Source: an optimization exercise on an open RTL-to-GDS flow (aim: small area, a short achievable clock period and few clock cycles). Production flows keep margins and buffers that such runs may drop. Function was not checked in any run shown here: the RTL went through the layout flow alone.

==> design/flow/design.v <==
module CLZ #(
  parameter W = 14
)(
  input [W - 1 : 0] in,
  output [4:0] lz
);
wire [15:0] x = {in, {(16 - W){1'b0}}};
wire [7:0] v1;
wire [7:0] c1;
wire [3:0] v2;
wire [1:0] c2 [0:3];
wire [1:0] v3;
wire [2:0] c3 [0:1];
genvar g;
generate
  for (g = 0; g < 8; g = g + 1) begin : l1
    assign v1[g] = x[2 * g + 1] | x[2 * g];
    assign c1[g] = ~x[2 * g + 1];
  end
  for (g = 0; g < 4; g = g + 1) begin : l2
    assign v2[g] = v1[2 * g + 1] | v1[2 * g];
    assign c2[g] = v1[2 * g + 1] ? {1'b0, c1[2 * g + 1]} : {1'b1, c1[2 * g]};
  end
  for (g = 0; g < 2; g = g + 1) begin : l3
    assign v3[g] = v2[2 * g + 1] | v2[2 * g];
    assign c3[g] = v2[2 * g + 1] ? {1'b0, c2[2 * g + 1]} : {1'b1, c2[2 * g]};
  end
endgenerate
wire any = v3[1] | v3[0];
wire [3:0] c4 = v3[1] ? {1'b0, c3[1]} : {1'b1, c3[0]};
assign lz = any ? {1'b0, c4} : W;
endmodule
module pfx_or #(
  parameter W = 16
)(
  input [W - 1 : 0] in,
  output [W - 1 : 0] out
);
localparam L = $clog2(W);
wire [W - 1 : 0] O [0 : L];
assign O[0] = in;
genvar l, i;
generate
  for (l = 0; l < L; l = l + 1) begin : lev
    for (i = 0; i < W; i = i + 1) begin : bt
      if ((i >> l) & 1) begin
        localparam integer j = ((i >> l) << l) - 1;
        assign O[l + 1][i] = O[l][i] | O[l][j];
      end else begin
        assign O[l + 1][i] = O[l][i];
      end
    end
  end
endgenerate
assign out = O[L];
endmodule
module padd #(
  parameter W = 16
)(
  input [W - 1 : 0] a, b,
  input cin,
  output [W - 1 : 0] s,
  output cout
);
localparam L = $clog2(W + 1);
wire [W : 0] G [0 : L];
wire [W : 0] P [0 : L];
assign G[0] = {a & b, cin};
assign P[0] = {a ^ b, 1'b0};
genvar l, i;
generate
  for (l = 0; l < L; l = l + 1) begin : lev
    for (i = 0; i <= W; i = i + 1) begin : bt
      if ((i >> l) & 1) begin
        localparam integer j = ((i >> l) << l) - 1;
        assign G[l + 1][i] = G[l][i] | (P[l][i] & G[l][j]);
        assign P[l + 1][i] = P[l][i] & P[l][j];
      end else begin
        assign G[l + 1][i] = G[l][i];
        assign P[l + 1][i] = P[l][i];
      end
    end
  end
endgenerate
assign s = P[0][W : 1] ^ G[L][W - 1 : 0];
assign cout = G[L][W];
endmodule
module pgt #(
  parameter W = 15
)(
  input [W - 1 : 0] a, b,
  output gt,
  output eq
);
localparam L = $clog2(W);
wire [W - 1 : 0] G [0 : L];
wire [W - 1 : 0] E [0 : L];
assign G[0] = a & ~b;
assign E[0] = ~(a ^ b);
genvar l, i;
generate
  for (l = 0; l < L; l = l + 1) begin : lev
    for (i = 0; i < W; i = i + 1) begin : bt
      if ((i >> l) & 1) begin
        localparam integer j = ((i >> l) << l) - 1;
        assign G[l + 1][i] = G[l][i] | (E[l][i] & G[l][j]);
        assign E[l + 1][i] = E[l][i] & E[l][j];
      end else begin
        assign G[l + 1][i] = G[l][i];
        assign E[l + 1][i] = E[l][i];
      end
    end
  end
endgenerate
assign gt = G[L][W - 1];
assign eq = E[L][W - 1];
endmodule
module dstep (
  input [14:0] r, d,
  output [14:0] r_out,
  output qb
);
wire [14:0] g0 = ~r & d;
wire [14:0] p0 = ~(r ^ d);
wire [14:0] G [0:4];
wire [14:0] P [0:4];
assign G[0] = g0;
assign P[0] = p0;
genvar l, i;
generate
  for (l = 0; l < 4; l = l + 1) begin : lev
    for (i = 0; i < 15; i = i + 1) begin : bt
      if ((i >> l) & 1) begin
        localparam integer j = ((i >> l) << l) - 1;
        assign G[l+1][i] = G[l][i] | (P[l][i] & G[l][j]);
        assign P[l+1][i] = P[l][i] & P[l][j];
      end else begin
        assign G[l+1][i] = G[l][i];
        assign P[l+1][i] = P[l][i];
      end
    end
  end
endgenerate
wire [14:0] bin = {G[4][13:0], 1'b0};
wire lt = G[4][14];         
assign qb = ~lt;
wire [14:0] t = (d ^ bin) & {15{~lt}};
wire [14:0] rn = r ^ t;
assign r_out = {rn[13:0], 1'b0};
endmodule
module divider #(
  parameter STEPS = 1
)(
  input [14:0] r_in,
  input [13:0] q_in,
  input [14:0] d,
  output [14:0] r_out,
  output [13:0] q_out
);
wire [14:0] r [0 : STEPS];
wire [13:0] q [0 : STEPS];
assign r[0] = r_in;
assign q[0] = q_in;
genvar i;
generate
  for (i = 0; i < STEPS; i = i + 1) begin : step
    wire qb;
    dstep st (.r(r[i]), .d(d), .r_out(r[i + 1]), .qb(qb));
    assign q[i + 1] = {q[i][12:0], qb};
  end
endgenerate
assign r_out = r[STEPS];
assign q_out = q[STEPS];
endmodule
module posit_extraction (
  input [15:0] x,
  output [14:0] t,
  output [5:0] sf,
  output [11:0] f,
  output zero,
  output nar
);
wire s = x[15];
wire [14:0] any_le;
pfx_or #(15) po (.in(x[14:0]), .out(any_le));
wire [14:0] lower_any = {any_le[13:0], 1'b0};
assign t = x[14:0] ^ ({15{s}} & lower_any);
assign zero = ~|x;
assign nar = s & ~lower_any[14] & ~x[14];
wire r0 = t[14];
wire [4:0] lz;
CLZ #(14) clz (.in(t[13:0] ^ {14{r0}}), .lz(lz));
wire [12:0] tmp = t[12:0] << lz[3:0];
assign f = tmp[11:0];
assign sf = {r0 ? {1'b0, lz[3:0]} : ~{1'b0, lz[3:0]}, tmp[12]};
endmodule
module posit_scalar (
  input div,
  input [5:0] a_sf, b_sf,
  output [5:0] md_sf
);
wire [5:0] bx = div ? ~b_sf : b_sf;
wire [6:0] msu = {a_sf[5], a_sf} + {bx[5], bx} + {6'd0, div};
wire signed [6:0] ms = msu;
assign md_sf = (ms > 7'sd28) ? 6'd28 : (ms < -7'sd28) ? -6'sd28 : ms[5:0];
endmodule
module posit_arithmetic_operator (
  input [1:0] opcode,
  input [15:0] a, b,
  input [13:0] div_q,          
  output [14:0] div_n, div_d,  
  output enc_sign,             
  output [5:0] enc_sf,
  output [13:0] enc_m,
  output nar,                  
  output muldiv_zero,          
  output add_zero              
);
wire [14:0] ta, tb;
wire [5:0] sfa, sfb;
wire [11:0] fa, fb;
wire za, zb, na, nb;
posit_extraction ea (.x(a), .t(ta), .sf(sfa), .f(fa), .zero(za), .nar(na));
posit_extraction eb (.x(b), .t(tb), .sf(sfb), .f(fb), .zero(zb), .nar(nb));
wire sa = a[15];
wire sb = b[15];
wire a_gt_b, a_eq_b;
pgt #(15) cmp (.a(ta), .b(tb), .gt(a_gt_b), .eq(a_eq_b));
wire eff_sub = sa ^ sb ^ opcode[0];
wire sum_zero = a_eq_b & eff_sub;
wire [5:0] sfg = a_gt_b ? sfa : sfb;
wire [11:0] fg = a_gt_b ? fa : fb;
wire [11:0] fs = a_gt_b ? fb : fa;
wire [5:0] d_ab = sfa - sfb;
wire [5:0] d_ba = sfb - sfa;
wire [5:0] shift = a_gt_b ? d_ab : d_ba;
wire [14:0] G = {2'b01, fg, 1'b0};
wire [14:0] S_full = {2'b01, fs, 1'b0};
wire [5:0] sfg_m1 = sfg - 6'd1;
wire [5:0] sfg_m2 = sfg - 6'd2;
wire [14:0] S = (shift[5:4] != 2'b00) ? 15'd0 : (S_full >> shift[3:0]);
wire [11:0] po_a, po_b;
pfx_or #(12) poa (.in(fa), .out(po_a));
pfx_or #(12) pob (.in(fb), .out(po_b));
wire [11:0] po_s = a_gt_b ? po_b : po_a;
wire [15:0] sticky_tab = {2'b11, po_s, 2'b00};
wire sticky = shift[5] ? 1'b0 : shift[4] ? (shift[3:0] != 4'hf) : sticky_tab[shift[3:0]];
wire [14:0] V;
padd #(15) addsub (.a(G), .b(S ^ {15{eff_sub}}), .cin(eff_sub & ~sticky), .s(V), .cout());
wire [11:0] f_far = V[14] ? V[13:2] : V[13] ? V[12:1] : V[11:0];
wire [5:0] sf_far = V[14] ? sfg : V[13] ? sfg_m1 : sfg_m2;
wire [14:0] Sn = (sfa[0] ^ sfb[0]) ? {1'b0, S_full[14:1]} : S_full;
wire [14:0] Vn;
padd #(15) subn (.a(G), .b(~Sn), .cin(1'b1), .s(Vn), .cout());
wire [14:0] nx = opcode[1] ? {div_q, 1'b0} : Vn;
wire [4:0] lzn;
CLZ #(15) clzn (.in(nx), .lz(lzn));
wire [14:0] nxn = nx << lzn[3:0];
wire [11:0] f_norm = nxn[13:2];
wire [11:0] f_near = f_norm;
wire [5:0] sf_near = sfg - {2'b0, lzn[3:0]};
wire near = eff_sub & (shift[5:1] == 5'd0);
wire [11:0] f_as = near ? f_near : f_far;
wire [5:0] sf_as = near ? sf_near : sf_far;
wire [25:0] P;
mul13 mul (.a(fa), .b(fb), .p(P));
wire [5:0] md_sf;
posit_scalar scal (.div(opcode[0]), .a_sf(sfa), .b_sf(sfb), .md_sf(md_sf));
wire fb_gt_fa;
pgt #(12) cmpf (.a(fb), .b(fa), .gt(fb_gt_fa), .eq());
wire lt = a_gt_b & fb_gt_fa;
assign div_n = {1'b1, fa, 2'b0};
assign div_d = lt ? {2'b01, fb, 1'b0} : {1'b1, fb, 2'b0};
wire [11:0] f_d = f_norm;
wire [5:0] sf_d = md_sf - {5'b0, lt} - 6'd1;
reg [13:0] m_r;
reg [5:0] sf_r;
reg s_r;
always @* begin
  case (opcode)
    2'b10: begin m_r = P[25:12]; sf_r = md_sf; s_r = sa ^ sb; end
    2'b11: begin m_r = {1'b1, f_d, 1'b0}; sf_r = sf_d; s_r = sa ^ sb; end
    default: begin
      if (za | zb) begin m_r = {1'b1, fg, 1'b0}; sf_r = sfg_m1; end
      else begin m_r = {1'b1, f_as, 1'b0}; sf_r = sf_as; end
      s_r = a_gt_b ? sa : (sb ^ opcode[0]);
    end
  endcase
end
assign enc_sign = s_r;
assign enc_sf = sf_r;
assign enc_m = m_r;
assign nar = na | nb;
assign muldiv_zero = opcode[1] & (za | zb);
assign add_zero = ~opcode[1] & sum_zero;
endmodule
module mul13 (input [11:0] a, input [11:0] b, output [25:0] p);
wire neg0 = b[1] & ~(b[0] & 1'b0);
wire one0 = b[0] ^ 1'b0;
wire two0 = (b[1] & ~b[0] & ~1'b0) | (~b[1] & b[0] & 1'b0);
wire pp0_0 = ((one0 & a[0]) | (two0 & 1'b0)) ^ neg0;
wire pp0_1 = ((one0 & a[1]) | (two0 & a[0])) ^ neg0;
wire pp0_2 = ((one0 & a[2]) | (two0 & a[1])) ^ neg0;
wire pp0_3 = ((one0 & a[3]) | (two0 & a[2])) ^ neg0;
wire pp0_4 = ((one0 & a[4]) | (two0 & a[3])) ^ neg0;
wire pp0_5 = ((one0 & a[5]) | (two0 & a[4])) ^ neg0;
wire pp0_6 = ((one0 & a[6]) | (two0 & a[5])) ^ neg0;
wire pp0_7 = ((one0 & a[7]) | (two0 & a[6])) ^ neg0;
wire pp0_8 = ((one0 & a[8]) | (two0 & a[7])) ^ neg0;
wire pp0_9 = ((one0 & a[9]) | (two0 & a[8])) ^ neg0;
wire pp0_10 = ((one0 & a[10]) | (two0 & a[9])) ^ neg0;
wire pp0_11 = ((one0 & a[11]) | (two0 & a[10])) ^ neg0;
wire pp0_12 = ((one0 & 1'b1) | (two0 & a[11])) ^ neg0;
wire pp0_13 = ((one0 & 1'b0) | (two0 & 1'b1)) ^ neg0;
wire neg1 = b[3] & ~(b[2] & b[1]);
wire one1 = b[2] ^ b[1];
wire two1 = (b[3] & ~b[2] & ~b[1]) | (~b[3] & b[2] & b[1]);
wire pp1_0 = ((one1 & a[0]) | (two1 & 1'b0)) ^ neg1;
wire pp1_1 = ((one1 & a[1]) | (two1 & a[0])) ^ neg1;
wire pp1_2 = ((one1 & a[2]) | (two1 & a[1])) ^ neg1;
wire pp1_3 = ((one1 & a[3]) | (two1 & a[2])) ^ neg1;
wire pp1_4 = ((one1 & a[4]) | (two1 & a[3])) ^ neg1;
wire pp1_5 = ((one1 & a[5]) | (two1 & a[4])) ^ neg1;
wire pp1_6 = ((one1 & a[6]) | (two1 & a[5])) ^ neg1;
wire pp1_7 = ((one1 & a[7]) | (two1 & a[6])) ^ neg1;
wire pp1_8 = ((one1 & a[8]) | (two1 & a[7])) ^ neg1;
wire pp1_9 = ((one1 & a[9]) | (two1 & a[8])) ^ neg1;
wire pp1_10 = ((one1 & a[10]) | (two1 & a[9])) ^ neg1;
wire pp1_11 = ((one1 & a[11]) | (two1 & a[10])) ^ neg1;
wire pp1_12 = ((one1 & 1'b1) | (two1 & a[11])) ^ neg1;
wire pp1_13 = ((one1 & 1'b0) | (two1 & 1'b1)) ^ neg1;
wire neg2 = b[5] & ~(b[4] & b[3]);
wire one2 = b[4] ^ b[3];
wire two2 = (b[5] & ~b[4] & ~b[3]) | (~b[5] & b[4] & b[3]);
wire pp2_0 = ((one2 & a[0]) | (two2 & 1'b0)) ^ neg2;
wire pp2_1 = ((one2 & a[1]) | (two2 & a[0])) ^ neg2;
wire pp2_2 = ((one2 & a[2]) | (two2 & a[1])) ^ neg2;
wire pp2_3 = ((one2 & a[3]) | (two2 & a[2])) ^ neg2;
wire pp2_4 = ((one2 & a[4]) | (two2 & a[3])) ^ neg2;
wire pp2_5 = ((one2 & a[5]) | (two2 & a[4])) ^ neg2;
wire pp2_6 = ((one2 & a[6]) | (two2 & a[5])) ^ neg2;
wire pp2_7 = ((one2 & a[7]) | (two2 & a[6])) ^ neg2;
wire pp2_8 = ((one2 & a[8]) | (two2 & a[7])) ^ neg2;
wire pp2_9 = ((one2 & a[9]) | (two2 & a[8])) ^ neg2;
wire pp2_10 = ((one2 & a[10]) | (two2 & a[9])) ^ neg2;
wire pp2_11 = ((one2 & a[11]) | (two2 & a[10])) ^ neg2;
wire pp2_12 = ((one2 & 1'b1) | (two2 & a[11])) ^ neg2;
wire pp2_13 = ((one2 & 1'b0) | (two2 & 1'b1)) ^ neg2;
wire neg3 = b[7] & ~(b[6] & b[5]);
wire one3 = b[6] ^ b[5];
wire two3 = (b[7] & ~b[6] & ~b[5]) | (~b[7] & b[6] & b[5]);
wire pp3_0 = ((one3 & a[0]) | (two3 & 1'b0)) ^ neg3;
wire pp3_1 = ((one3 & a[1]) | (two3 & a[0])) ^ neg3;
wire pp3_2 = ((one3 & a[2]) | (two3 & a[1])) ^ neg3;
wire pp3_3 = ((one3 & a[3]) | (two3 & a[2])) ^ neg3;
wire pp3_4 = ((one3 & a[4]) | (two3 & a[3])) ^ neg3;
wire pp3_5 = ((one3 & a[5]) | (two3 & a[4])) ^ neg3;
wire pp3_6 = ((one3 & a[6]) | (two3 & a[5])) ^ neg3;
wire pp3_7 = ((one3 & a[7]) | (two3 & a[6])) ^ neg3;
wire pp3_8 = ((one3 & a[8]) | (two3 & a[7])) ^ neg3;
wire pp3_9 = ((one3 & a[9]) | (two3 & a[8])) ^ neg3;
wire pp3_10 = ((one3 & a[10]) | (two3 & a[9])) ^ neg3;
wire pp3_11 = ((one3 & a[11]) | (two3 & a[10])) ^ neg3;
wire pp3_12 = ((one3 & 1'b1) | (two3 & a[11])) ^ neg3;
wire pp3_13 = ((one3 & 1'b0) | (two3 & 1'b1)) ^ neg3;
wire neg4 = b[9] & ~(b[8] & b[7]);
wire one4 = b[8] ^ b[7];
wire two4 = (b[9] & ~b[8] & ~b[7]) | (~b[9] & b[8] & b[7]);
wire pp4_0 = ((one4 & a[0]) | (two4 & 1'b0)) ^ neg4;
wire pp4_1 = ((one4 & a[1]) | (two4 & a[0])) ^ neg4;
wire pp4_2 = ((one4 & a[2]) | (two4 & a[1])) ^ neg4;
wire pp4_3 = ((one4 & a[3]) | (two4 & a[2])) ^ neg4;
wire pp4_4 = ((one4 & a[4]) | (two4 & a[3])) ^ neg4;
wire pp4_5 = ((one4 & a[5]) | (two4 & a[4])) ^ neg4;
wire pp4_6 = ((one4 & a[6]) | (two4 & a[5])) ^ neg4;
wire pp4_7 = ((one4 & a[7]) | (two4 & a[6])) ^ neg4;
wire pp4_8 = ((one4 & a[8]) | (two4 & a[7])) ^ neg4;
wire pp4_9 = ((one4 & a[9]) | (two4 & a[8])) ^ neg4;
wire pp4_10 = ((one4 & a[10]) | (two4 & a[9])) ^ neg4;
wire pp4_11 = ((one4 & a[11]) | (two4 & a[10])) ^ neg4;
wire pp4_12 = ((one4 & 1'b1) | (two4 & a[11])) ^ neg4;
wire pp4_13 = ((one4 & 1'b0) | (two4 & 1'b1)) ^ neg4;
wire neg5 = b[11] & ~(b[10] & b[9]);
wire one5 = b[10] ^ b[9];
wire two5 = (b[11] & ~b[10] & ~b[9]) | (~b[11] & b[10] & b[9]);
wire pp5_0 = ((one5 & a[0]) | (two5 & 1'b0)) ^ neg5;
wire pp5_1 = ((one5 & a[1]) | (two5 & a[0])) ^ neg5;
wire pp5_2 = ((one5 & a[2]) | (two5 & a[1])) ^ neg5;
wire pp5_3 = ((one5 & a[3]) | (two5 & a[2])) ^ neg5;
wire pp5_4 = ((one5 & a[4]) | (two5 & a[3])) ^ neg5;
wire pp5_5 = ((one5 & a[5]) | (two5 & a[4])) ^ neg5;
wire pp5_6 = ((one5 & a[6]) | (two5 & a[5])) ^ neg5;
wire pp5_7 = ((one5 & a[7]) | (two5 & a[6])) ^ neg5;
wire pp5_8 = ((one5 & a[8]) | (two5 & a[7])) ^ neg5;
wire pp5_9 = ((one5 & a[9]) | (two5 & a[8])) ^ neg5;
wire pp5_10 = ((one5 & a[10]) | (two5 & a[9])) ^ neg5;
wire pp5_11 = ((one5 & a[11]) | (two5 & a[10])) ^ neg5;
wire pp5_12 = ((one5 & 1'b1) | (two5 & a[11])) ^ neg5;
wire pp5_13 = ((one5 & 1'b0) | (two5 & 1'b1)) ^ neg5;
wire neg6 = 1'b0 & ~(1'b1 & b[11]);
wire one6 = 1'b1 ^ b[11];
wire two6 = (1'b0 & ~1'b1 & ~b[11]) | (~1'b0 & 1'b1 & b[11]);
wire pp6_0 = ((one6 & a[0]) | (two6 & 1'b0)) ^ neg6;
wire pp6_1 = ((one6 & a[1]) | (two6 & a[0])) ^ neg6;
wire pp6_2 = ((one6 & a[2]) | (two6 & a[1])) ^ neg6;
wire pp6_3 = ((one6 & a[3]) | (two6 & a[2])) ^ neg6;
wire pp6_4 = ((one6 & a[4]) | (two6 & a[3])) ^ neg6;
wire pp6_5 = ((one6 & a[5]) | (two6 & a[4])) ^ neg6;
wire pp6_6 = ((one6 & a[6]) | (two6 & a[5])) ^ neg6;
wire pp6_7 = ((one6 & a[7]) | (two6 & a[6])) ^ neg6;
wire pp6_8 = ((one6 & a[8]) | (two6 & a[7])) ^ neg6;
wire pp6_9 = ((one6 & a[9]) | (two6 & a[8])) ^ neg6;
wire pp6_10 = ((one6 & a[10]) | (two6 & a[9])) ^ neg6;
wire pp6_11 = ((one6 & a[11]) | (two6 & a[10])) ^ neg6;
wire pp6_12 = ((one6 & 1'b1) | (two6 & a[11])) ^ neg6;
wire pp6_13 = ((one6 & 1'b0) | (two6 & 1'b1)) ^ neg6;
wire s1;
wire c2;
assign s1 = pp0_10 ^ pp1_8;
assign c2 = pp0_10 & pp1_8;
wire s3;
wire c4;
assign s3 = pp0_11 ^ pp1_9;
assign c4 = pp0_11 & pp1_9;
wire s5;
wire c6;
assign s5 = pp0_12 ^ pp1_10 ^ pp2_8;
assign c6 = (pp0_12 & pp1_10) | (pp0_12 & pp2_8) | (pp1_10 & pp2_8);
wire s7;
wire c8;
assign s7 = pp3_6 ^ pp4_4;
assign c8 = pp3_6 & pp4_4;
wire s9;
wire c10;
assign s9 = pp0_13 ^ pp1_11 ^ pp2_9;
assign c10 = (pp0_13 & pp1_11) | (pp0_13 & pp2_9) | (pp1_11 & pp2_9);
wire s11;
wire c12;
assign s11 = pp3_7 ^ pp4_5;
assign c12 = pp3_7 & pp4_5;
wire s13;
wire c14;
assign s13 = ~neg0 ^ pp1_12 ^ pp2_10;
assign c14 = (~neg0 & pp1_12) | (~neg0 & pp2_10) | (pp1_12 & pp2_10);
wire s15;
wire c16;
assign s15 = pp3_8 ^ pp4_6 ^ pp5_4;
assign c16 = (pp3_8 & pp4_6) | (pp3_8 & pp5_4) | (pp4_6 & pp5_4);
wire s17;
wire c18;
assign s17 = pp1_13 ^ pp2_11 ^ pp3_9;
assign c18 = (pp1_13 & pp2_11) | (pp1_13 & pp3_9) | (pp2_11 & pp3_9);
wire s19;
wire c20;
assign s19 = pp4_7 ^ pp5_5;
assign c20 = pp4_7 & pp5_5;
wire s21;
wire c22;
assign s21 = ~neg1 ^ pp2_12 ^ pp3_10;
assign c22 = (~neg1 & pp2_12) | (~neg1 & pp3_10) | (pp2_12 & pp3_10);
wire s23;
wire c24;
assign s23 = pp2_13 ^ pp3_11;
assign c24 = pp2_13 & pp3_11;
wire s25;
wire c26;
assign s25 = pp0_6 ^ pp1_4;
assign c26 = pp0_6 & pp1_4;
wire s27;
wire c28;
assign s27 = pp0_7 ^ pp1_5;
assign c28 = pp0_7 & pp1_5;
wire s29;
wire c30;
assign s29 = pp0_8 ^ pp1_6 ^ pp2_4;
assign c30 = (pp0_8 & pp1_6) | (pp0_8 & pp2_4) | (pp1_6 & pp2_4);
wire s31;
wire c32;
assign s31 = pp3_2 ^ pp4_0;
assign c32 = pp3_2 & pp4_0;
wire s33;
wire c34;
assign s33 = pp0_9 ^ pp1_7 ^ pp2_5;
assign c34 = (pp0_9 & pp1_7) | (pp0_9 & pp2_5) | (pp1_7 & pp2_5);
wire s35;
wire c36;
assign s35 = pp3_3 ^ pp4_1;
assign c36 = pp3_3 & pp4_1;
wire s37;
wire c38;
assign s37 = pp2_6 ^ pp3_4 ^ pp4_2;
assign c38 = (pp2_6 & pp3_4) | (pp2_6 & pp4_2) | (pp3_4 & pp4_2);
wire s39;
wire c40;
assign s39 = pp5_0 ^ neg5 ^ s1;
assign c40 = (pp5_0 & neg5) | (pp5_0 & s1) | (neg5 & s1);
wire s41;
wire c42;
assign s41 = pp2_7 ^ pp3_5 ^ pp4_3;
assign c42 = (pp2_7 & pp3_5) | (pp2_7 & pp4_3) | (pp3_5 & pp4_3);
wire s43;
wire c44;
assign s43 = pp5_1 ^ s3 ^ c2;
assign c44 = (pp5_1 & s3) | (pp5_1 & c2) | (s3 & c2);
wire s45;
wire c46;
assign s45 = pp5_2 ^ pp6_0 ^ neg6;
assign c46 = (pp5_2 & pp6_0) | (pp5_2 & neg6) | (pp6_0 & neg6);
wire s47;
wire c48;
assign s47 = s5 ^ s7 ^ c4;
assign c48 = (s5 & s7) | (s5 & c4) | (s7 & c4);
wire s49;
wire c50;
assign s49 = pp5_3 ^ pp6_1 ^ s9;
assign c50 = (pp5_3 & pp6_1) | (pp5_3 & s9) | (pp6_1 & s9);
wire s51;
wire c52;
assign s51 = s11 ^ c6 ^ c8;
assign c52 = (s11 & c6) | (s11 & c8) | (c6 & c8);
wire s53;
wire c54;
assign s53 = pp6_2 ^ 1'b1 ^ s13;
assign c54 = (pp6_2 & 1'b1) | (pp6_2 & s13) | (1'b1 & s13);
wire s55;
wire c56;
assign s55 = s15 ^ c10 ^ c12;
assign c56 = (s15 & c10) | (s15 & c12) | (c10 & c12);
wire s57;
wire c58;
assign s57 = pp6_3 ^ 1'b1 ^ s17;
assign c58 = (pp6_3 & 1'b1) | (pp6_3 & s17) | (1'b1 & s17);
wire s59;
wire c60;
assign s59 = s19 ^ c14 ^ c16;
assign c60 = (s19 & c14) | (s19 & c16) | (c14 & c16);
wire s61;
wire c62;
assign s61 = pp4_8 ^ pp5_6 ^ pp6_4;
assign c62 = (pp4_8 & pp5_6) | (pp4_8 & pp6_4) | (pp5_6 & pp6_4);
wire s63;
wire c64;
assign s63 = s21 ^ c18 ^ c20;
assign c64 = (s21 & c18) | (s21 & c20) | (c18 & c20);
wire s65;
wire c66;
assign s65 = pp4_9 ^ pp5_7 ^ pp6_5;
assign c66 = (pp4_9 & pp5_7) | (pp4_9 & pp6_5) | (pp5_7 & pp6_5);
wire s67;
wire c68;
assign s67 = 1'b1 ^ s23 ^ c22;
assign c68 = (1'b1 & s23) | (1'b1 & c22) | (s23 & c22);
wire s69;
wire c70;
assign s69 = ~neg2 ^ pp3_12 ^ pp4_10;
assign c70 = (~neg2 & pp3_12) | (~neg2 & pp4_10) | (pp3_12 & pp4_10);
wire s71;
wire c72;
assign s71 = pp5_8 ^ pp6_6 ^ c24;
assign c72 = (pp5_8 & pp6_6) | (pp5_8 & c24) | (pp6_6 & c24);
wire s73;
wire c74;
assign s73 = pp3_13 ^ pp4_11 ^ pp5_9;
assign c74 = (pp3_13 & pp4_11) | (pp3_13 & pp5_9) | (pp4_11 & pp5_9);
wire s75;
wire c76;
assign s75 = pp6_7 ^ 1'b1;
assign c76 = pp6_7 & 1'b1;
wire s77;
wire c78;
assign s77 = ~neg3 ^ pp4_12 ^ pp5_10;
assign c78 = (~neg3 & pp4_12) | (~neg3 & pp5_10) | (pp4_12 & pp5_10);
wire s79;
wire c80;
assign s79 = pp4_13 ^ pp5_11;
assign c80 = pp4_13 & pp5_11;
wire s81;
wire c82;
assign s81 = pp0_4 ^ pp1_2;
assign c82 = pp0_4 & pp1_2;
wire s83;
wire c84;
assign s83 = pp0_5 ^ pp1_3;
assign c84 = pp0_5 & pp1_3;
wire s85;
wire c86;
assign s85 = pp2_2 ^ pp3_0 ^ neg3;
assign c86 = (pp2_2 & pp3_0) | (pp2_2 & neg3) | (pp3_0 & neg3);
wire s87;
wire c88;
assign s87 = pp2_3 ^ pp3_1 ^ s27;
assign c88 = (pp2_3 & pp3_1) | (pp2_3 & s27) | (pp3_1 & s27);
wire s89;
wire c90;
assign s89 = neg4 ^ s29 ^ s31;
assign c90 = (neg4 & s29) | (neg4 & s31) | (s29 & s31);
wire s91;
wire c92;
assign s91 = s33 ^ s35 ^ c30;
assign c92 = (s33 & s35) | (s33 & c30) | (s35 & c30);
wire s93;
wire c94;
assign s93 = s37 ^ s39 ^ c34;
assign c94 = (s37 & s39) | (s37 & c34) | (s39 & c34);
wire s95;
wire c96;
assign s95 = s41 ^ s43 ^ c38;
assign c96 = (s41 & s43) | (s41 & c38) | (s43 & c38);
wire s97;
wire c98;
assign s97 = s45 ^ s47 ^ c42;
assign c98 = (s45 & s47) | (s45 & c42) | (s47 & c42);
wire s99;
wire c100;
assign s99 = s49 ^ s51 ^ c46;
assign c100 = (s49 & s51) | (s49 & c46) | (s51 & c46);
wire s101;
wire c102;
assign s101 = s53 ^ s55 ^ c50;
assign c102 = (s53 & s55) | (s53 & c50) | (s55 & c50);
wire s103;
wire c104;
assign s103 = s57 ^ s59 ^ c54;
assign c104 = (s57 & s59) | (s57 & c54) | (s59 & c54);
wire s105;
wire c106;
assign s105 = s61 ^ s63 ^ c58;
assign c106 = (s61 & s63) | (s61 & c58) | (s63 & c58);
wire s107;
wire c108;
assign s107 = s65 ^ s67 ^ c62;
assign c108 = (s65 & s67) | (s65 & c62) | (s67 & c62);
wire s109;
wire c110;
assign s109 = s69 ^ s71 ^ c66;
assign c110 = (s69 & s71) | (s69 & c66) | (s71 & c66);
wire s111;
wire c112;
assign s111 = s73 ^ s75 ^ c70;
assign c112 = (s73 & s75) | (s73 & c70) | (s75 & c70);
wire s113;
wire c114;
assign s113 = pp6_8 ^ s77 ^ c74;
assign c114 = (pp6_8 & s77) | (pp6_8 & c74) | (s77 & c74);
wire s115;
wire c116;
assign s115 = pp6_9 ^ 1'b1 ^ s79;
assign c116 = (pp6_9 & 1'b1) | (pp6_9 & s79) | (1'b1 & s79);
wire s117;
wire c118;
assign s117 = ~neg4 ^ pp5_12 ^ pp6_10;
assign c118 = (~neg4 & pp5_12) | (~neg4 & pp6_10) | (pp5_12 & pp6_10);
wire s119;
wire c120;
assign s119 = pp5_13 ^ pp6_11;
assign c120 = pp5_13 & pp6_11;
wire s121;
wire c122;
assign s121 = pp0_2 ^ pp1_0;
assign c122 = pp0_2 & pp1_0;
wire s123;
wire c124;
assign s123 = pp0_3 ^ pp1_1;
assign c124 = pp0_3 & pp1_1;
wire s125;
wire c126;
assign s125 = pp2_0 ^ neg2 ^ s81;
assign c126 = (pp2_0 & neg2) | (pp2_0 & s81) | (neg2 & s81);
wire s127;
wire c128;
assign s127 = pp2_1 ^ s83 ^ c82;
assign c128 = (pp2_1 & s83) | (pp2_1 & c82) | (s83 & c82);
wire s129;
wire c130;
assign s129 = s25 ^ s85 ^ c84;
assign c130 = (s25 & s85) | (s25 & c84) | (s85 & c84);
wire s131;
wire c132;
assign s131 = c26 ^ s87 ^ c86;
assign c132 = (c26 & s87) | (c26 & c86) | (s87 & c86);
wire s133;
wire c134;
assign s133 = c28 ^ s89 ^ c88;
assign c134 = (c28 & s89) | (c28 & c88) | (s89 & c88);
wire s135;
wire c136;
assign s135 = c32 ^ s91 ^ c90;
assign c136 = (c32 & s91) | (c32 & c90) | (s91 & c90);
wire s137;
wire c138;
assign s137 = c36 ^ s93 ^ c92;
assign c138 = (c36 & s93) | (c36 & c92) | (s93 & c92);
wire s139;
wire c140;
assign s139 = c40 ^ s95 ^ c94;
assign c140 = (c40 & s95) | (c40 & c94) | (s95 & c94);
wire s141;
wire c142;
assign s141 = c44 ^ s97 ^ c96;
assign c142 = (c44 & s97) | (c44 & c96) | (s97 & c96);
wire s143;
wire c144;
assign s143 = c48 ^ s99 ^ c98;
assign c144 = (c48 & s99) | (c48 & c98) | (s99 & c98);
wire s145;
wire c146;
assign s145 = c52 ^ s101 ^ c100;
assign c146 = (c52 & s101) | (c52 & c100) | (s101 & c100);
wire s147;
wire c148;
assign s147 = c56 ^ s103 ^ c102;
assign c148 = (c56 & s103) | (c56 & c102) | (s103 & c102);
wire s149;
wire c150;
assign s149 = c60 ^ s105 ^ c104;
assign c150 = (c60 & s105) | (c60 & c104) | (s105 & c104);
wire s151;
wire c152;
assign s151 = c64 ^ s107 ^ c106;
assign c152 = (c64 & s107) | (c64 & c106) | (s107 & c106);
wire s153;
wire c154;
assign s153 = c68 ^ s109 ^ c108;
assign c154 = (c68 & s109) | (c68 & c108) | (s109 & c108);
wire s155;
wire c156;
assign s155 = c72 ^ s111 ^ c110;
assign c156 = (c72 & s111) | (c72 & c110) | (s111 & c110);
wire s157;
wire c158;
assign s157 = c76 ^ s113 ^ c112;
assign c158 = (c76 & s113) | (c76 & c112) | (s113 & c112);
wire s159;
wire c160;
assign s159 = c78 ^ s115 ^ c114;
assign c160 = (c78 & s115) | (c78 & c114) | (s115 & c114);
wire s161;
wire c162;
assign s161 = c80 ^ s117 ^ c116;
assign c162 = (c80 & s117) | (c80 & c116) | (s117 & c116);
wire s163;
wire c164;
assign s163 = 1'b1 ^ s119 ^ c118;
assign c164 = (1'b1 & s119) | (1'b1 & c118) | (s119 & c118);
wire s165;
wire c166;
assign s165 = ~neg5 ^ pp6_12 ^ c120;
assign c166 = (~neg5 & pp6_12) | (~neg5 & c120) | (pp6_12 & c120);
wire s167;
wire c168;
assign s167 = pp6_13 ^ 1'b1;
assign c168 = pp6_13 & 1'b1;
wire [25:0] r0 = {s167, s165, s163, s161, s159, s157, s155, s153, s151, s149, s147, s145, s143, s141, s139, s137, s135, s133, s131, s129, s127, s125, s123, neg1, pp0_1, pp0_0};
wire [25:0] r1 = {c166, c164, c162, c160, c158, c156, c154, c152, c150, c148, c146, c144, c142, c140, c138, c136, c134, c132, c130, c128, c126, c124, c122, s121, 1'b0, neg0};
padd #(26) cpa (.a(r0), .b(r1), .cin(1'b0), .s(p), .cout());
endmodule
module posit_encoder (
  input sign,
  input [5:0] sf,
  input [11:0] f,
  output [15:0] ans
);
wire neg = sf[5];
wire [3:0] sh = sf[4:1] ^ {4{neg}};
wire [14:0] w = {~neg, neg, sf[0], f};
wire [29:0] wx = {{15{~neg}}, w} >> sh;
wire [15:0] t = {1'b0, wx[14:0]};
wire [15:0] lower_any;
genvar i;
generate
  for (i = 0; i < 16; i = i + 1) begin : neg_b
    if (i == 0) assign lower_any[i] = 1'b0;
    else assign lower_any[i] = lower_any[i - 1] | t[i - 1];
  end
endgenerate
assign ans = t ^ ({16{sign}} & lower_any);
endmodule
module posit_top#(
  parameter posit_width = 16,  
  parameter es = 1  
)(
  input clk,
  input reset,
  input start,
  input [1:0] opcode,  
  input [posit_width - 1 : 0] a, b,
  output reg done,
  output zero,
  output [posit_width - 1 : 0] result
);
wire [14:0] div_n, div_d;
wire enc_sign, nar, muldiv_zero, add_zero;
wire [5:0] enc_sf;
wire [13:0] enc_m;
reg busy1, busy2, busy3;
reg [14:0] r_reg, d_reg;
reg [13:0] q_reg;
reg sign_reg, nar_reg, mdz_reg, addz_reg;
reg [5:0] sf_reg;
reg [13:0] m_reg;
wire [5:0] sf_out = sf_reg + {5'd0, m_reg[13]};
wire [11:0] f_out = m_reg[13] ? m_reg[12:1] : m_reg[11:0];
wire [15:0] enc_ans;
posit_encoder enc (.sign(sign_reg), .sf(sf_out), .f(f_out), .ans(enc_ans));
assign result = nar_reg ? 16'h8000 : (mdz_reg | addz_reg) ? 16'h0000 : enc_ans;
assign zero = addz_reg | (~mdz_reg & sf_out[5] & (sf_out[4:2] == 3'b000));
wire [14:0] r4, r5;
wire [13:0] q4, q5;
divider #(.STEPS(4)) div_b4 (.r_in(r_reg), .q_in(q_reg), .d(d_reg), .r_out(r4), .q_out(q4));
divider #(.STEPS(1)) div_b1 (.r_in(r4), .q_in(q4), .d(d_reg), .r_out(r5), .q_out(q5));
posit_arithmetic_operator core (
  .opcode(opcode), .a(a), .b(b), .div_q(q4),
  .div_n(div_n), .div_d(div_d),
  .enc_sign(enc_sign), .enc_sf(enc_sf), .enc_m(enc_m),
  .nar(nar), .muldiv_zero(muldiv_zero), .add_zero(add_zero)
);
wire start_div = start & opcode[1] & opcode[0];
always @(posedge clk or posedge reset) begin
  if (reset) begin
    done <= 1'b0;
    busy1 <= 1'b0;
    busy2 <= 1'b0;
    busy3 <= 1'b0;
  end else begin
    done <= (start & ~start_div) | busy3;
    busy1 <= start_div;
    busy2 <= busy1;
    busy3 <= busy2;
  end
end
always @(posedge clk) begin
  sign_reg <= enc_sign;
  sf_reg <= enc_sf;
  m_reg <= enc_m;
  nar_reg <= nar;
  mdz_reg <= muldiv_zero;
  addz_reg <= add_zero;
  r_reg <= (busy1 | busy2) ? r5 : div_n;
  q_reg <= (busy1 | busy2) ? q5 : 14'd0;
  d_reg <= div_d;
end
endmodule
==> design/flow/standard.sh <==
#!/bin/bash
# synth_recipe.tcl (not shown) runs the flow's synth.tcl, then flattens the netlist and writes it again
# the make line also repeats each setting of config.mk as NAME=value (left out here)
make -C /OpenROAD-flow-scripts/flow DESIGN_CONFIG=/design/flow/config.mk WORK_HOME=/design/flow/orfs CLKGATE_MAP_FILE= SYNTH_SCRIPT=/design/flow/synth_recipe.tcl "${@:-finish}"
==> design/flow/constraint.sdc <==
create_clock -name core_clock -period 10.5 [get_ports {clk}]
set_input_delay 2.1000 -clock core_clock [delete_from_list [all_inputs] [get_ports {clk}]]
set_output_delay 2.1000 -clock core_clock [all_outputs]
set_load 0.01 [all_outputs]
==> design/flow/flow/run.sh <==
#!/bin/bash
# Layout flow: the standard layout (standard.sh), with one synthesis
# setting changed: ADDER_MAP_FILE is left empty, so Yosys does not extract
# full/half adders into sky130 fa/ha cells and ABC maps the arithmetic into
# ordinary gates (faster carry paths). Everything else, including the
# registers the synthesis makes, is the standard flow's.
set -euo pipefail
cd "$(dirname "$0")/.."
sed 's/CLKGATE_MAP_FILE= /CLKGATE_MAP_FILE= ADDER_MAP_FILE= /' standard.sh > standard_noadder.sh
grep -q 'ADDER_MAP_FILE= ' standard_noadder.sh
bash standard_noadder.sh > flow_orfs.log 2>&1 || { tail -50 flow_orfs.log; exit 1; }
test -f out/final.def
==> design/flow/config.mk <==
export PLATFORM = sky130hd
export DESIGN_NAME = posit_top
export DESIGN_NICKNAME = posit_top
export VERILOG_FILES = /design/flow/design.v
export SDC_FILE = /design/flow/constraint.sdc
export NUM_CORES = 4
export LEC_CHECK = 0
export ABC_AREA = 1
export CAP_MARGIN = 20
export CORE_MARGIN = 2
export CORE_UTILIZATION = 55
export SETUP_SLACK_MARGIN = 2.5
export SLEW_MARGIN = 20
export TNS_END_PERCENT = 5
==> metrics.csv, run 1 <==
stage;metric;value;unit
run_status;status;timing/DRC/antenna clean;
floorplan;dieHeight;206.5;um
critical_path;worstSetupPathType;primary input to register;
sta;finalSetupViolCount;0;
clocking;clock_latency;360;ps
floorplan;num_rows;74;
hold_path;hp-class;register to register;
sta;period_share;0.7827;
synthesis;ys_async_sr_fraction;0.06154;
finish;area_delta_synth_final;22.33;%
critical_path;max_stage_delay;410;ps
synthesis;synth.top_cell.area_share;0.3278;
floorplan;die_x;206.5;um
drt;routed-via-count;30440;
synthesis;postSynthCellCount;4609;
synthesis;synth_fa_ha_area_frac;0.0004437;
critical_path;r2r_slack;3020;ps
sta;finalMaxSlewViolations;0;
sta;fin_crit;8218;ps
place;portBuffers;54;
finish;drive_gt1_frac;0.1879;
synthesis;yosysMostFrequentCell;nand2_1;
synthesis;synth_flop_cell;dfxtp_1;
sta;finalSetupTns;0;ps
critical_path;critPathSlowestCell;clkdlybuf4s50_1;
critical_path;start_kind;primary input;
clocking;clock_path_buffers;2;
clocking;cts_tree;done;
critical_path;critical_path_arrival;8460;ps
drt;first_iter_violations;3147;
drt;firstDrtPassIters;9;
hold_path;min_to;busy2;
drt;via_per_inst;5.694;
grt;antenna_found_initial;4;
finish;nNetsFinal;4843;
synthesis;synth_compound_area_frac;0.1215;
finish;fillCellCount;4012;
sta;skew;9.813;ps
synthesis;synth_top_family_by_area;simple AND/OR/NAND/NOR gates;
grt;grt_pass1_vias;25460;
critical_path;required;10740;ps
floorplan;core;0.04065;sq mm
clocking;cts_max_level;3;
flow_run;maxCapViolations;0;
synthesis;ys_types;68;
clocking;cts_made_buffers;9;
clocking;clkTransAtPathRegs;60;ps
synthesis;synth_area_per_cell;4.895;sq um
hold_path;worstHoldStart;busy1;
floorplan;initial_utilization;0.5550;
synthesis;synth_mux_area_frac;0.006655;
floorplan;design.die.area;0.04265;sq mm
synthesis;netlist_top_cells_count;nand2_1 (1970), nand3_1 (653), inv_1 (488);
grt;grtUsageTotal;0.3677;
critical_path;setup.worst_path.end_class;register;
sta;hold_viol;0;
synthesis;ys_seq_area_frac;0.05857;
drt;wl;84470;um
place;dp_hpwl;62320;um
sta;worstMarginPinSlew;1057;ps
synthesis;synth_edf_count;0;
clocking;cts.sinks;65;
synthesis;syn-cell-area;0.02256;sq mm
synthesis;synth_seq_cells;65;
sta;max_freq;121.7;MHz
sta;rsz0062_at_grt;yes;
place;place_congestion;1.032;
grt;grt_pass1_wl;127700;um
sta;timing.hold.ws;382.7;ps
synthesis;yosysWarningCount;13;
synthesis;synthesis.nets;4646;
critical_path;r2r_start;d_reg[10];
hold_path;whs_path_depth;0;
drt;antenna_left;0;
grt;grt_max_degree;42;
critical_path;r2r_end;r_reg[5];
synthesis;netlist_top_cells_area;nand2_1 (33%), nand3_1 (14%), inv_1 (8.1%), dfxtp_1 (5.4%), nor2_1 (4.4%);
critical_path;ff2ff_path_depth;58;
synthesis;synth-simple-area-share;0.6235;
sta;slew_headroom;0.2929;
drt;wl_per_cell;15.80;um
grt;grt.overflow.total;0;
synthesis;synthXorXnorAreaFrac;0.05851;
clocking;clock-root-buffer;clkbuf_16;
floorplan;ioPinCount;55;
synthesis;yosys.area.top_type;nand2_1;
drt;drc;0;
critical_path;crit_path_max_fanout;18;
critical_path;crit_top_cell;nand2_1;
[metal layers]
layer | GRT usage | part of all wire | vias to the layer above
li1 | - | - | 15160
met1 | 0.4892 | 0.42 | 13610
met2 | 0.6030 | 0.44 | 1369
met3 | 0.05275 | 0.095 | 298
met4 | 0.1337 | 0.044 | 0
met5 | 0 | 0 | -
[cell families (layout without fill, tap and decap cells)]
| logic type | count (synthesis) | count (layout) |
|---|---|---|
| xor+xnor | 133 | 133 |
| mux | 15 | 15 |
| compound gates | 470 | 471 |
| fa+ha+maj | 1 | 1 |
| buf+inv | 711 | 895 |
| flops | 65 | 65 |
| other cells | 0 | 2 |
| simple gates | 3214 | 3231 |
[cell type report]
type,instances,area (sq um),area share
sequential,65,1354,0.04905
timing repair inverter,1,7.507,0.0002720
timing repair buffer,300,2714,0.09834
clock inverter,7,101.3,0.003672
tap,532,665.6,0.02412
multi-input combinational,3851,20220,0.7325
inverter,578,2310,0.08369
clock buffer,9,225.2,0.008161
antenna,2,5.005,0.0001813
[worst max-delay path by stage]
| stage | depth (start not counted) | startpoint | slack, ps | end |
|---|---|---|---|---|
| detailed placement | 51 | b[0] | 610 | m_reg[6] |
| floorplan | 53 | a[9] | 3300 | m_reg[10] |
| global placement | 49 | b[0] | 610 | sf_reg[5] |
| global route | 54 | a[9] | 1800 | m_reg[4] |
| finish | 52 | a[9] | 2280 | sf_reg[1] |
| CTS | 52 | d_reg[7] | 2340 | r_reg[2] |
[worst max-delay path, delay by kind of cell]
kind / cells / cell delay [ps]
buffers and inverters: 8 / 1220
AOI/OAI and AO/OA: 4 / 700
xor gates and xnor gates: 1 / 180
and+or+nand+nor: 39 / 4240
[cell usage in the layout, fill, tap and decap left out, types with 49 or more instances in the layout]
cell and instances:
inv_1 470, nor2_1 231, o21ai_1 71, nand2_1 1840
nand2_4 56, nand3_1 591, nand4_1 67, inv_2 67
nand2_2 145, nand3_2 76, a21oi_1 76, dfxtp_1 49
o21ai_0 133, xor2_1 89, buf_4 202
[what timing repair did]
action | 4_1_cts | 5_1_grt
hold buffers | 0 | 0
setup endpoints to repair | 51 | 41
buffers inserted | 55 | 138
pin swaps | 33 | 130
gates resized for setup | 156 | 417
endpoints found under the hold margin | 0 | 0
gates cloned | 5 | 15
[metrics by stage]
step           area (sq um)  utilization  cells  setup slack (ps)
2_1_floorplan         22560            -   4609              3301
3_3_place_gp          23390       0.5755   5114             605.9
4_1_cts               24770       0.6093   5190              2341
6_report              27600       0.6790   5345              2282
3_5_place_dp          23390       0.5755   5114             607.7
5_1_grt               27590       0.6788   5343              1803
==> run 2: changes to the inputs <==
--- a/design/flow/design.v
+++ b/design/flow/design.v
@@ -249,10 +249,7 @@
 padd #(15) addsub (.a(G), .b(S ^ {15{eff_sub}}), .cin(eff_sub & ~sticky), .s(V), .cout());
 wire [11:0] f_far = V[14] ? V[13:2] : V[13] ? V[12:1] : V[11:0];
 wire [5:0] sf_far = V[14] ? sfg : V[13] ? sfg_m1 : sfg_m2;
-wire [14:0] Sn = (sfa[0] ^ sfb[0]) ? {1'b0, S_full[14:1]} : S_full;
-wire [14:0] Vn;
-padd #(15) subn (.a(G), .b(~Sn), .cin(1'b1), .s(Vn), .cout());
-wire [14:0] nx = opcode[1] ? {div_q, 1'b0} : Vn;
+wire [14:0] nx = opcode[1] ? {div_q, 1'b0} : V;
 wire [4:0] lzn;
 CLZ #(15) clzn (.in(nx), .lz(lzn));
 wire [14:0] nxn = nx << lzn[3:0];
--- a/design/flow/config.mk
+++ b/design/flow/config.mk
@@ -9,6 +9,6 @@
 export CAP_MARGIN = 20
 export CORE_MARGIN = 2
 export CORE_UTILIZATION = 55
-export SETUP_SLACK_MARGIN = 2.5
+export SETUP_SLACK_MARGIN = 1.5
 export SLEW_MARGIN = 20
 export TNS_END_PERCENT = 5
==> metrics.csv, run 2 <==
stage;metric;value;unit
sta;finalSetupTns;0;ps
clocking;clock_path_buffers;2;
grt;grt_pass1_vias;23920;
clocking;clkTransAtPathRegs;60;ps
drt;wl_per_cell;15.44;um
finish;multi_input_area;0.01817;sq mm
critical_path;r2r_end;r_reg[3];
grt;grt_max_degree;45;
clocking;cts.sinks;65;
drt;met2_length;33960;um
grt;antenna_found_initial;5;
clocking;hold_buffers;0;
critical_path;start_kind;primary input;
finish;fillCellCount;4095;
sta;period_share;0.8311;
critical_path;crit_path_start;b[4];
floorplan;die_x;201.8;um
synthesis;yosys.area.top_type;nand2_1;
finish;design_area;0.02447;sq mm
drt;wl_met3;7313;um
critical_path;endpoint;sf_reg[5];
synthesis;postSynthCellCount;4377;
sta;hold_viol;0;
synthesis;synthesis.nets;4414;
place;portBuffers;54;
clocking;cts_max_level;3;
place;placed_cell_area;0.02243;sq mm
critical_path;crit_path_max_fanout;12;
sta;finalMaxSlewViolations;0;
hold_path;hp-class;register to register;
synthesis;ys_seq_area_frac;0.06140;
synthesis;syn-cell-area;0.02152;sq mm
floorplan;initial_utilization;0.5569;
floorplan;ioPinCount;55;
floorplan;num_rows;72;
drt;wl;77380;um
clocking;cts_made_buffers;9;
critical_path;max_stage_delay;510;ps
synthesis;synth_area_per_cell;4.917;sq um
critical_path;critical_path_arrival;8930;ps
finish;drive_gt1_frac;0.1227;
critical_path;crit_top_cell;nand2_1;
drt;drt-met1-wl;33340;um
synthesis;synth.top_cell.area_share;0.3108;
drt;first_iter_violations;3059;
synthesis;synth_edf_count;0;
synthesis;synth_flop_cell;dfxtp_1;
grt;grtUsageTotal;0.3581;
finish;layout_common_cells;nand2_1 (1724), nand3_1 (639), inv_1 (467);
critical_path;r2r_start;d_reg[10];
critical_path;critPathSlowestCell;o21ai_0;
clocking;cts_tree;done;
clocking;clock_latency;350;ps
clocking;clock-root-buffer;clkbuf_16;
finish;finish.utilization;0.6332;
critical_path;setup.worst_path.end_class;register;
floorplan;core;0.03865;sq mm
drt;firstDrtPassIters;6;
sta;worstMarginPinSlew;1077;ps
run_status;status;timing/DRC/antenna clean;
synthesis;ys_types;66;
critical_path;required;10700;ps
critical_path;ff2ff_path_depth;53;
sta;timing.hold.ws;372.3;ps
floorplan;dieHeight;201.8;um
drt;dr.max_layer_used;met4;
drt;via_per_inst;5.653;
hold_path;worstHoldStart;busy2;
drt;antenna_left;0;
sta;rsz0062_at_grt;yes;
critical_path;r2r_slack;2440;ps
finish;layout_commonest_cell;nand2_1;
drt;routed-via-count;28330;
synthesis;yosysMostFrequentCell;nand2_1;
place;place_congestion;1.018;
sta;fin_crit;8727;ps
synthesis;synth_seq_cells;65;
finish;nNetsFinal;4521;
finish;area_delta_synth_final;13.72;%
grt;grt_pass1_wl;120800;um
critical_path;worstSetupPathType;primary input to register;
finish;register_area;0.001330;sq mm
synthesis;netlist_top_cells_count;nand2_1 (1782), nand3_1 (647), inv_1 (477);
sta;max_freq;114.6;MHz
flow_run;maxCapViolations;0;
synthesis;ys_async_sr_fraction;0.06154;
synthesis;yosysWarningCount;13;
synthesis;netlist_top_cells_area;nand2_1 (31%), nand3_1 (15%), inv_1 (8.3%), dfxtp_1 (5.7%), nor2_1 (5.1%);
sta;skew;8.623;ps
sta;slew_headroom;0.2745;
sta;finalSetupViolCount;0;
drt;drc;0;
floorplan;design.die.area;0.04073;sq mm
grt;grt.overflow.total;0;
place;dp_hpwl;59730;um
-- run 2: changes by cell type after synthesis, sizes merged, moves of 13 or more --
cell	previous run	this run
nand2	2042	1843
buf	85	98
xor2	113	126
xnor2	13	26
or2	31	54
o21ai	238	186
inv	568	513
nor2	308	322
o22ai	48	70
-- run 2: through the flow --
step,setup WS [ps],cells
finish,1773,5011
global route,1227,5007
CTS,1280,4896
detailed placement,624.1,4880
global placement,721.7,4880
floorplan,3018,4377
-- run 2: area by class of cell --
class	count	area share
Timing Repair inverter	1	0.0003068
Clock inverter	7	0.003068
Tap cell	518	0.02648
Sequential cell	65	0.05435
Multi-Input combinational cell	3660	0.7424
Antenna cell	4	0.0004090
Timing Repair Buffer	229	0.08252
Clock buffer	9	0.009203
Inverter	518	0.08124
-- run 2: cell families (layout without fill, tap and decap cells) --
group / after synthesis / after routing / share of synthesized area
AOI/OAI and AO/OA: 458 / 459 / 0.1250
xor gates and xnor gates: 154 / 154 / 0.06517
adders and majority gates: 1 / 1 / 0.0004651
buffers and inverters: 662 / 764 / 0.1303
DFF: 65 / 65 / 0.06140
muxes: 14 / 14 / 0.006511
other: 0 / 4 / 0
and+or+nand+nor: 3023 / 3032 / 0.6112
-- run 2: per-layer routing --
metal  track usage  vias to the layer above
met4        0.1216                        0
li1              -                    14280
met3       0.04886                      227
met5             0                        -
met1        0.4896                    12510
met2        0.5770                     1316
-- run 2: worst min-delay path by stage --
| stage | to | depth (start not counted) |
|---|---|---|
| 5_1_grt | busy3 | 0 |
| 3_5_place_dp | busy3 | 0 |
| 6_report | busy3 | 0 |
| 4_1_cts | busy3 | 0 |
| 2_1_floorplan | busy3 | 0 |
| 3_3_place_gp | busy3 | 0 |
-- run 2: worst max-delay path, delay by kind of cell --
family	cells	cell delay [ps]
compound gates	1	510
xor+xnor	1	180
buf+inv	5	1030
simple gates	45	5050
-- run 2: what timing repair did --
| item | in CTS | in global routing |
|---|---|---|
| cloned | 0 | 12 |
| gates resized for setup | 10 | 229 |
| setup buffers | 0 | 99 |
| pin swaps | 0 | 52 |
| endpoints found under the setup margin | 29 | 40 |
==> run 3: changes to the inputs <==
--- a/design/flow/config.mk
+++ b/design/flow/config.mk
@@ -9,6 +9,6 @@
 export CAP_MARGIN = 20
 export CORE_MARGIN = 2
 export CORE_UTILIZATION = 55
-export SETUP_SLACK_MARGIN = 1.5
+export SETUP_SLACK_MARGIN = 1.0
 export SLEW_MARGIN = 20
 export TNS_END_PERCENT = 5
==> metrics.csv, run 3 <==
stage;metric;value;unit
run_status;status;timing/DRC/antenna clean;
grt;grt_max_degree;45;
synthesis;synth_seq_cells;65;
sta;period_share;0.8580;
synthesis;synth_fa_ha_area_frac;0.0004651;
sta;finalSetupViolCount;0;
drt;firstDrtPassIters;8;
synthesis;postSynthCellCount;4377;
grt;grt_pass1_vias;23910;
floorplan;die_x;201.8;um
synthesis;synth_compound_area_frac;0.1250;
synthesis;synth_flop_cell;dfxtp_1;
clocking;cts_max_level;3;
sta;slew_headroom;0.2362;
finish;drive_gt1_frac;0.08360;
critical_path;critical_path_arrival;9210;ps
place;portBuffers;54;
sta;rsz0062_at_grt;yes;
sta;skew;8.703;ps
grt;antenna_found_initial;5;
grt;grtUsageTotal;0.3580;
drt;drc;0;
synthesis;netlist_top_cells_count;nand2_1 (1782), nand3_1 (647), inv_1 (477);
place;place_congestion;1.018;
grt;grt_pass1_wl;120800;um
critical_path;critPathSlowestCell;clkdlybuf4s50_1;
place;dp_hpwl;59730;um
drt;first_iter_violations;2740;
sta;worstMarginPinSlew;1134;ps
critical_path;r2r_end;r_reg[3];
finish;nNetsFinal;4434;
clocking;cts.sinks;65;
grt;grt.overflow.total;0;
synthesis;synthesis.nets;4414;
finish;area_delta_synth_final;7.808;%
drt;antenna_left;0;
clocking;cts_tree;done;
drt;routed-via-count;27560;
critical_path;r2r_slack;1930;ps
finish;layout_commonest_cell;nand2_1;
clocking;clock_latency;350;ps
clocking;clock-root-buffer;clkbuf_16;
hold_path;hp-class;register to register;
synthesis;synth_mux_area_frac;0.006512;
critical_path;max_stage_delay;490;ps
synthesis;synthXorXnorAreaFrac;0.06517;
synthesis;synth-simple-area-share;0.6112;
sta;finalMaxSlewViolations;0;
hold_path;min_to;busy3;
synthesis;synth_area_per_cell;4.917;sq um
critical_path;worstSetupPathType;primary input to register;
floorplan;design.die.area;0.04073;sq mm
sta;fin_crit;9009;ps
hold_path;whs_path_depth;0;
sta;hold_viol;0;
synthesis;yosysMostFrequentCell;nand2_1;
synthesis;ys_seq_area_frac;0.06140;
clocking;clock_path_buffers;2;
critical_path;crit_path_max_fanout;17;
sta;max_freq;111.0;MHz
critical_path;ff2ff_path_depth;50;
synthesis;ys_async_sr_fraction;0.06154;
flow_run;maxCapViolations;0;
finish;final_cell_count_no_fill;4922;
floorplan;initial_utilization;0.5569;
critical_path;start_kind;primary input;
synthesis;netlist_top_cells_area;nand2_1 (31%), nand3_1 (15%), inv_1 (8.3%), dfxtp_1 (5.7%), nor2_1 (5.1%);
finish;layout_common_cells;nand2_1 (1771), nand3_1 (647), inv_1 (473);
hold_path;worstHoldStart;busy2;
clocking;cts_made_buffers;9;
clocking;clkTransAtPathRegs;60;ps
place;numPlacedInstances;4880;
clocking;hold_buffers;0;
floorplan;num_rows;72;
synthesis;yosysWarningCount;13;
synthesis;yosys.area.top_type;nand2_1;
synthesis;synth.top_cell.area_share;0.3108;
floorplan;dieHeight;201.8;um
drt;wl_per_cell;15.18;um
critical_path;setup.worst_path.end_class;register;
floorplan;ioPinCount;55;
drt;via_per_inst;5.598;
sta;finalSetupTns;0;ps
floorplan;core;0.03865;sq mm
synthesis;synth_top_family_by_area;simple AND/OR/NAND/NOR gates;
critical_path;required;10700;ps
synthesis;synth_edf_count;0;
synthesis;ys_types;66;
synthesis;syn-cell-area;0.02152;sq mm
drt;wl;74720;um
critical_path;crit_top_cell;nand2_1;
critical_path;r2r_start;d_reg[9];
==> run 3: changes by cell type in the layout (fill, tap and decap cells not counted), sizes merged <==
cell           before   now
a21oi             115   114
buf               173    96
clkbuf             11     9
dlymetal6s2s       14     4
nor2              326   324
clkdlybuf4s50      39    50
clkinvlp            7     4
diode               4     2
inv               510   513
dlygate4sd2         1     0
nand2            1848  1843
==> run 3: final cells by class <==
type | count | area (sq um)
Timing Repair inverter | 1 | 7.507
Sequential cell | 65 | 1325
Antenna cell | 2 | 5.005
Inverter | 518 | 1964
Tap cell | 518 | 648.1
Multi-Input combinational cell | 3652 | 17640
Clock inverter | 7 | 75.07
Timing Repair Buffer | 150 | 1306
Clock buffer | 9 | 225.2
Fill cell | 4262 | 15450
==> run 3: kinds of logic after synthesis <==
kind of cell / Yosys count
DFF: 65
AOI/OAI and AO/OA: 458
xor gates and xnor gates: 154
muxes: 14
adders and majority gates: 1
and+or+nand+nor: 3023
buffers and inverters: 662
==> run 3: worst max-delay path: cells and delay by family <==
kind | cells | cell delay, ps
AND/OR/NAND/NOR | 54 | 5780
AO/OA/AOI/OAI | 1 | 280
buffers and inverters | 5 | 1010
==> run 3: through the flow <==
step	worst slack (ps)	cell area (sq um)	hold slack, ps	utilization
finish	1491	23200	373.0	0.6003
CTS	1004	22740	375.2	0.5883
global placement	721.7	22430	358.0	0.5805
floorplan	3018	21520	354.3	-
detailed placement	624.1	22430	363.1	0.5805
global route	837.8	23200	392.7	0.6002
==> run 3: what timing repair did <==
action | 4_1_cts | 5_1_grt
pin swaps | 0 | 5
gates resized for setup | 1 | 70
setup endpoints to repair | 1 | 39
setup buffers | 0 | 21
cloned | 0 | 3
==> run 3: how the worst max path moves through the flow <==
stage / start / end / cells past startpoint
final: a[2] / sf_reg[5] / 60
after floorplan: b[4] / m_reg[12] / 49
after detailed placement: a[0] / m_reg[2] / 59
after global routing: b[2] / sf_reg[5] / 57
after CTS: a[0] / m_reg[2] / 57
after global placement: a[0] / m_reg[2] / 59
==> run 3: layer usage <==
layer | global-route usage | vias up | share of wire
li1 | - | 14100 | -
met1 | 0.4895 | 12170 | 0.45
met4 | 0.1218 | 2 | 0.034
met5 | 0 | - | 0.00012
met3 | 0.04918 | 181 | 0.086
met2 | 0.5765 | 1107 | 0.43

==> separate check: timing with driven ports <==
The flow's constraints put no driver on any port. The routed layouts listed below were extracted and timed again, unchanged, in two steps. Step 1: set_driving_cell puts a clkbuf_16 on clk and a buf_2 on each other input, an assumption about the parent block. Step 2 adds t to the input delays and takes it off the output delays; t is the mean of the earliest and latest rising clock arrival at the registers after step 1. Input paths then give back, and output paths get back, about the clock's delay inside the block. Slacks: ideal / step 1 / step 2; pairs: ideal / step 1.
run	t (ns)	slack for setup (ns)	worst hold slack (ns)	worst setup path at the end	latest minus earliest clock arrival (ns)
run 1	0.396	2.282 / 2.303 / 1.907	0.383 / 0.383 / 0.383	input to register	0.010 / 0.010
run 2	0.398	1.773 / 1.801 / 1.403	0.372 / 0.372 / 0.372	input to register	0.008 / 0.008
run 3	0.398	1.491 / 1.521 / 1.123	0.373 / 0.373 / 0.373	input to register	0.009 / 0.008
After both steps setup and hold are still met in every run listed. For run 1, which loses most, drivers alone change the setup slack by +0.021 ns; drivers and shift together by -0.375 ns.
